Context: an optimization exercise on an open-source flow, tuned for small area and a short achievable clock period. The choices shown serve that exercise and are no tape-out recipe. Where RTL was checked, it was by simulation tests only, not by an equivalence proof against the original. Power figures rest on the tool's default switching activity, not on a simulated workload.

==> inputs of exp/pepper <==
// CAM
module CAM #(parameter SIZE=32)(
	input 							clock, reset,
	input 							enable,
	input 							command,
	input[31:0]						data,
	input[$clog2(SIZE)-1:0]			write_idx,
	output reg[$clog2(SIZE)-1:0]	read_idx,
	output reg						hit
);
==> module CAM, before the edit <==
module CAM #(parameter SIZE=32)(
	input 							clock, reset,
	input 							enable,
	input 							command,
	input[31:0]						data,
	input[$clog2(SIZE)-1:0]			write_idx,
	output reg[$clog2(SIZE)-1:0]	read_idx,
	output reg						hit
);
	localparam IW = $clog2(SIZE);
	wire wr = enable & command;
	wire rd = enable & ~command;
	reg [SIZE-1:0] valid;
	wire [SIZE-1:0] match;
	genvar i;
	generate for (i = 0; i < SIZE; i = i + 1) begin : e
		reg [31:0] word;
		always @(posedge clock)
			if (!reset && wr && write_idx == i)
				word <= data;
		assign match[i] = valid[i] && (word == data);
	end endgenerate
	always @(posedge clock)
		if (reset)
			valid <= 0;
		else if (wr)
			valid[write_idx] <= 1'b1;
	reg [IW-1:0] idx;
	integer k;
	always @* begin
		idx = 0;
		for (k = SIZE - 1; k >= 0; k = k - 1)
			if (match[k]) idx = k;
	end
	always @(posedge clock)
		if (reset || !rd) begin
			hit <= 1'b0;
			read_idx <= 0;
		end else begin
			hit <= |match;
			read_idx <= idx;
		end
endmodule
make LEC_CHECK=0 ABC_AREA=1 CAP_MARGIN=20 CORE_MARGIN=2 CORE_UTILIZATION=40 SETUP_SLACK_MARGIN=2.3 SLEW_MARGIN=20 finish   # period 4.5 ns
run.sh (not shown) runs the stock make flow with config.mk's settings and CLKGATE_MAP_FILE= SYNTH_SCRIPT=/design/flow/synth_recipe.tcl, a recipe that flattens the netlist after the stock synthesis.
==> exp/garnet (differences from exp/pepper) <==
==> flow/design.v (replaced) <==
`timescale 1ns/1ns
module CAM #(parameter SIZE=32)(
	input 							clock, reset,
	input 							enable,
	input 							command,
	input[31:0]						data,
	input[$clog2(SIZE)-1:0]			write_idx,
	output reg[$clog2(SIZE)-1:0]	read_idx,
	output reg						hit
);
	localparam IW = $clog2(SIZE);	 
	wire wr = enable & command;
	wire rd = enable & ~command;
	reg [SIZE-1:0] valid;
	wire search = rd && !reset;		 
	wire [SIZE-1:0] z;				 
	wire [3:0] we_lo;
	wire [7:0] we_hi;
	wire [SIZE-1:0] we;
	genvar i;
	generate for (i = 0; i < 4; i = i + 1) begin : pl
		assign we_lo[i] = write_idx[1:0] == i;
	end
	for (i = 0; i < 8; i = i + 1) begin : ph
		assign we_hi[i] = !reset && wr && write_idx[4:2] == i;
	end
	for (i = 0; i < SIZE; i = i + 1) begin : e
		reg [31:0] word;
		CAM_and2 u_we (.a(we_lo[i % 4]), .b(we_hi[i / 4]), .y(we[i]));
		always @(posedge clock)
			if (we[i])
				word <= data;
		wire live;
		CAM_and2 u_live (.a(valid[i]), .b(search), .y(live));
		CAM_miss u_miss (.word(word), .key(data), .valid(live), .z(z[i]));
	end endgenerate
	wire			any;
	wire [IW-1:0]	first;
	CAM_first u_first (.z(z), .hit(any), .idx(first));
	always @(posedge clock) begin
		hit <= any;
		read_idx <= first;
	end
	always @(posedge clock)
		if (reset)
			valid <= 0;
		else if (wr)
			valid[write_idx] <= 1'b1;
endmodule
module CAM_miss(
	input [31:0]	word,
	input [31:0]	key,
	input			valid,
	output			z
);
	wire [31:0]	eq1;	 
	wire [15:0]	ne2;	 
	wire [7:0]	eq4;	 
	wire [3:0]	ne8;	 
	wire [1:0]	eq16;	 
	genvar j;
	generate for (j = 0; j < 32; j = j + 1) begin : b
		CAM_xnor2 u (.a(word[j]), .b(key[j]), .y(eq1[j]));
	end
	for (j = 0; j < 16; j = j + 1) begin : p
		CAM_nand2 u (.a(eq1[2*j]), .b(eq1[2*j+1]), .y(ne2[j]));
	end
	for (j = 0; j < 8; j = j + 1) begin : n
		CAM_nor2 u (.a(ne2[2*j]), .b(ne2[2*j+1]), .y(eq4[j]));
	end
	for (j = 0; j < 4; j = j + 1) begin : y
		CAM_nand2 u (.a(eq4[2*j]), .b(eq4[2*j+1]), .y(ne8[j]));
	end endgenerate
	CAM_nor2 u_h0 (.a(ne8[0]), .b(ne8[1]), .y(eq16[0]));
	CAM_nor2 u_h1 (.a(ne8[2]), .b(ne8[3]), .y(eq16[1]));
	CAM_nand3 u_w (.a(eq16[0]), .b(eq16[1]), .c(valid), .y(z));
endmodule
module CAM_first(
	input [31:0]	z,
	output			hit,	 
	output [4:0]	idx		 
);
	genvar i, l, b;
	generate for (l = 1; l <= 5; l = l + 1) begin : t
		localparam N = 32 >> l;
		wire [N-1:0] h;
		wire [N*l-1:0] x;
		for (i = 0; i < N; i = i + 1) begin : n
			wire cl, ch;	 
			wire [l-1:0] xo;
			if (l == 1) begin : c
				assign cl = z[2*i];
				assign ch = z[2*i+1];
			end else begin : c
				assign cl = t[l-1].h[2*i];
				assign ch = t[l-1].h[2*i+1];
			end
			if (l == 5) begin : o
				CAM_nand2 u_h (.a(cl), .b(ch), .y(h[i]));
				CAM_nor2b u_t (.a(ch), .b_n(cl), .y(xo[l-1]));
				for (b = 0; b < l - 1; b = b + 1) begin : m
					CAM_a21o u (.a1(cl), .a2(t[l-1].x[(2*i+1)*(l-1) + b]), .b1(t[l-1].x[(2*i)*(l-1) + b]), .y(xo[b]));
				end
			end else if (l % 2 == 1) begin : o
				CAM_nand2  u_h (.a(cl), .b(ch), .y(h[i]));
				CAM_nand2b u_t (.a_n(ch), .b(cl), .y(xo[l-1]));
				for (b = 0; b < l - 1; b = b + 1) begin : m
					CAM_a21oi u (.a1(cl), .a2(t[l-1].x[(2*i+1)*(l-1) + b]), .b1(t[l-1].x[(2*i)*(l-1) + b]), .y(xo[b]));
				end
			end else begin : o
				CAM_nor2  u_h (.a(cl), .b(ch), .y(h[i]));
				CAM_nor2b u_t (.a(cl), .b_n(ch), .y(xo[l-1]));
				for (b = 0; b < l - 1; b = b + 1) begin : m
					CAM_o21ai u (.a1(cl), .a2(t[l-1].x[(2*i+1)*(l-1) + b]), .b1(t[l-1].x[(2*i)*(l-1) + b]), .y(xo[b]));
				end
			end
			assign x[i*l +: l] = xo;
		end
	end endgenerate
	assign hit = t[5].h[0];
	assign idx = t[5].x[4:0];
endmodule
module CAM_xnor2(input a, input b, output y);
	assign y = ~(a ^ b);
endmodule
module CAM_nand3(input a, input b, input c, output y);
	assign y = ~(a & b & c);
endmodule
module CAM_and2(input a, input b, output y);
	assign y = a & b;
endmodule
module CAM_nor2(input a, input b, output y);
	assign y = ~(a | b);
endmodule
module CAM_nand2(input a, input b, output y);
	assign y = ~(a & b);
endmodule
module CAM_nand2b(input a_n, input b, output y);
	assign y = ~(~a_n & b);
endmodule
module CAM_nor2b(input a, input b_n, output y);
	assign y = ~a & b_n;
endmodule
module CAM_a21oi(input a1, input a2, input b1, output y);
	assign y = ~((a1 & a2) | b1);
endmodule
module CAM_o21ai(input a1, input a2, input b1, output y);
	assign y = ~((a1 | a2) & b1);
endmodule
module CAM_a21o(input a1, input a2, input b1, output y);
	assign y = (a1 & a2) | b1;
endmodule
- ABC_AREA: 1 -> unset
- CORE_UTILIZATION: 40 -> 55
- CTS_BUF_LIST: unset -> sky130_fd_sc_hd__clkbuf_8
- CTS_CLUSTER_DIAMETER: unset -> 80
- CTS_CLUSTER_SIZE: unset -> 12
- SYNTH_HIERARCHICAL: unset -> 1
- SYNTH_MINIMUM_KEEP_SIZE: unset -> 0
==> exp/sierra (differences from exp/pepper) <==
==> flow/design.v (replaced) <==
`timescale 1ns/1ns
module CAM #(parameter SIZE=32)(
	input 							clock, reset,
	input 							enable,
	input 							command,
	input[31:0]						data,
	input[$clog2(SIZE)-1:0]			write_idx,
	output reg[$clog2(SIZE)-1:0]	read_idx,
	output reg						hit
);
	localparam IW = $clog2(SIZE);	 
	wire wr = enable & command;
	wire rd = enable & ~command;
	reg [SIZE-1:0] valid;
	wire search = rd && !reset;		 
	wire [SIZE-1:0] z;				 
	wire [3:0] we_lo;
	wire [7:0] we_hi;
	wire [SIZE-1:0] we;
	genvar i;
	generate for (i = 0; i < 4; i = i + 1) begin : pl
		assign we_lo[i] = write_idx[1:0] == i;
	end
	for (i = 0; i < 8; i = i + 1) begin : ph
		assign we_hi[i] = !reset && wr && write_idx[4:2] == i;
	end
	for (i = 0; i < SIZE; i = i + 1) begin : e
		reg [31:0] word;
		CAM_and2 u_we (.a(we_lo[i % 4]), .b(we_hi[i / 4]), .y(we[i]));
		always @(posedge clock)
			if (we[i])
				word <= data;
		CAM_miss u_miss (.word(word), .key(data), .valid(valid[i]), .search(search), .z(z[i]));
	end endgenerate
	wire			any;
	wire [IW-1:0]	first;
	CAM_first u_first (.z(z), .hit(any), .idx(first));
	always @(posedge clock) begin
		hit <= any;
		read_idx <= first;
	end
	always @(posedge clock)
		if (reset)
			valid <= 0;
		else if (wr)
			valid[write_idx] <= 1'b1;
endmodule
module CAM_miss(
	input [31:0]	word,
	input [31:0]	key,
	input			valid,
	input			search,
	output			z
);
	wire [31:0]	eq1;	 
	wire [15:0]	ne2;	 
	wire [7:0]	eq4;	 
	wire [3:0]	ne8;	 
	wire [1:0]	eq16;	 
	genvar j;
	generate for (j = 0; j < 32; j = j + 1) begin : b
		CAM_xnor2 u (.a(word[j]), .b(key[j]), .y(eq1[j]));
	end
	for (j = 0; j < 16; j = j + 1) begin : p
		CAM_nand2 u (.a(eq1[2*j]), .b(eq1[2*j+1]), .y(ne2[j]));
	end
	for (j = 0; j < 8; j = j + 1) begin : n
		CAM_nor2 u (.a(ne2[2*j]), .b(ne2[2*j+1]), .y(eq4[j]));
	end
	for (j = 0; j < 4; j = j + 1) begin : y
		CAM_nand2 u (.a(eq4[2*j]), .b(eq4[2*j+1]), .y(ne8[j]));
	end endgenerate
	CAM_nor2 u_h0 (.a(ne8[0]), .b(ne8[1]), .y(eq16[0]));
	CAM_nor2 u_h1 (.a(ne8[2]), .b(ne8[3]), .y(eq16[1]));
	CAM_nand4 u_w (.a(eq16[0]), .b(eq16[1]), .c(valid), .d(search), .y(z));
endmodule
module CAM_first(
	input [31:0]	z,
	output			hit,	 
	output [4:0]	idx		 
);
	genvar i, l, b;
	generate for (l = 1; l <= 5; l = l + 1) begin : t
		localparam N = 32 >> l;
		wire [N-1:0] h;
		wire [N*l-1:0] x;
		for (i = 0; i < N; i = i + 1) begin : n
			wire cl, ch;	 
			wire [l-1:0] xo;
			if (l == 1) begin : c
				assign cl = z[2*i];
				assign ch = z[2*i+1];
			end else begin : c
				assign cl = t[l-1].h[2*i];
				assign ch = t[l-1].h[2*i+1];
			end
			if (l == 5) begin : o
				CAM_nand2 u_h (.a(cl), .b(ch), .y(h[i]));
				CAM_nor2b u_t (.a(ch), .b_n(cl), .y(xo[l-1]));
				for (b = 0; b < l - 1; b = b + 1) begin : m
					CAM_a21o u (.a1(cl), .a2(t[l-1].x[(2*i+1)*(l-1) + b]), .b1(t[l-1].x[(2*i)*(l-1) + b]), .y(xo[b]));
				end
			end else if (l % 2 == 1) begin : o
				CAM_nand2  u_h (.a(cl), .b(ch), .y(h[i]));
				CAM_nand2b u_t (.a_n(ch), .b(cl), .y(xo[l-1]));
				for (b = 0; b < l - 1; b = b + 1) begin : m
					CAM_a21oi u (.a1(cl), .a2(t[l-1].x[(2*i+1)*(l-1) + b]), .b1(t[l-1].x[(2*i)*(l-1) + b]), .y(xo[b]));
				end
			end else begin : o
				CAM_nor2  u_h (.a(cl), .b(ch), .y(h[i]));
				CAM_nor2b u_t (.a(cl), .b_n(ch), .y(xo[l-1]));
				for (b = 0; b < l - 1; b = b + 1) begin : m
					CAM_o21ai u (.a1(cl), .a2(t[l-1].x[(2*i+1)*(l-1) + b]), .b1(t[l-1].x[(2*i)*(l-1) + b]), .y(xo[b]));
				end
			end
			assign x[i*l +: l] = xo;
		end
	end endgenerate
	assign hit = t[5].h[0];
	assign idx = t[5].x[4:0];
endmodule
module CAM_xnor2(input a, input b, output y);
	assign y = ~(a ^ b);
endmodule
module CAM_nand4(input a, input b, input c, input d, output y);
	assign y = ~(a & b & c & d);
endmodule
module CAM_and2(input a, input b, output y);
	assign y = a & b;
endmodule
module CAM_nor2(input a, input b, output y);
	assign y = ~(a | b);
endmodule
module CAM_nand2(input a, input b, output y);
	assign y = ~(a & b);
endmodule
module CAM_nand2b(input a_n, input b, output y);
	assign y = ~(~a_n & b);
endmodule
module CAM_nor2b(input a, input b_n, output y);
	assign y = ~a & b_n;
endmodule
module CAM_a21oi(input a1, input a2, input b1, output y);
	assign y = ~((a1 & a2) | b1);
endmodule
module CAM_o21ai(input a1, input a2, input b1, output y);
	assign y = ~((a1 | a2) & b1);
endmodule
module CAM_a21o(input a1, input a2, input b1, output y);
	assign y = (a1 & a2) | b1;
endmodule
- ABC_AREA: 1 -> unset
- CTS_BUF_LIST: unset -> sky130_fd_sc_hd__clkbuf_8
- CTS_CLUSTER_DIAMETER: unset -> 80
- CTS_CLUSTER_SIZE: unset -> 12
- SYNTH_HIERARCHICAL: unset -> 1
- SYNTH_MINIMUM_KEEP_SIZE: unset -> 0
==> comparison table <==
|  | exp/pepper | exp/sierra | exp/garnet |
|---|---|---|---|
| Number of global-route vias before repair | 31130 | 24140 | 25700 |
| Maximum ir drop on the vdd rail | 0.2738 mV | 0.1840 mV | 0.2507 mV |
| Worst setup slack before clock tree synthesis | -0.03116 ns | 0.9695 ns | 0.9319 ns |
| Leading cell type in the layout, fill and taps excluded | sky130_fd_sc_hd__edfxtp_1 | - | sky130_fd_sc_hd__edfxtp_1 |
| Yosys cell types | 46 | 37 | 36 |
| Slowest CP cell | sky130_fd_sc_hd__or4_4 | sky130_fd_sc_hd__dlygate4sd2_1 | sky130_fd_sc_hd__or3_4 |
| Total combinational power | 1.69 mW | 1.48 mW | 1.60 mW |
| Layout non-clock buf frac | 7.411% | 7.283% | 6.613% |
| Critical path buffer and inverter count | 6 | 2 | 2 |
| Vertical extent of the die | 341.5 um | 342.3 um | 293.0 um |
| Net switching fraction of the power | 23.27% | 22.97% | 23.66% |
| Cell with the most instances after synthesis | sky130_fd_sc_hd__edfxtp_1 | sky130_fd_sc_hd__xnor2_1 | sky130_fd_sc_hd__xnor2_1 |
| Result of the run | finished clean | finished clean | finished clean |
| Met2 usage in global routing | 43.13% | 27.57% | 43.90% |
| Sequential Power Share | 49.2% | 61.5% | 61.1% |
| Design area | 55310 um^2 | 54060 um^2 | 53410 um^2 |
| Clk root buf | sky130_fd_sc_hd__clkbuf_16 | sky130_fd_sc_hd__clkbuf_8 | sky130_fd_sc_hd__clkbuf_8 |
| Estimated wirelength of the detail-placed design | 112.5 mm | 58.58 mm | 62.63 mm |
No functional check of the RTL was part of exp/pepper and exp/sierra.

[afterwards: timing with drivers on the ports]
How much do the figures lean on ideal ports? The routed layouts below were timed once more, with nothing changed but the port constraints.
Step 1 assumes that a clkbuf_16 drives the clock port and a buf_2 every other input.
Step 2 adds t to the input delays and takes it off the output delays; t is the mean of the earliest and latest rising clock arrival at the registers after step 1. Input paths then give back, and output paths get back, about the clock's delay inside the block.
a / b / c = ideal / step 1 / step 2; a / b = the first two.
run	shift t [ns]	setup slack, ns	worst setup path after step 2	cell pins on the clock port's net
exp/pepper	0.773	1.051 / 0.958 / 0.185	input to register	1
exp/garnet	0.806	2.264 / 2.175 / 1.369	input to register	1
exp/sierra	0.804	2.280 / 2.211 / 1.406	input to register	1
After both steps setup and hold are still met in every run listed. The setup slack of exp/garnet, which loses most, moves by -0.089 ns with the drivers and by -0.895 ns with both steps.
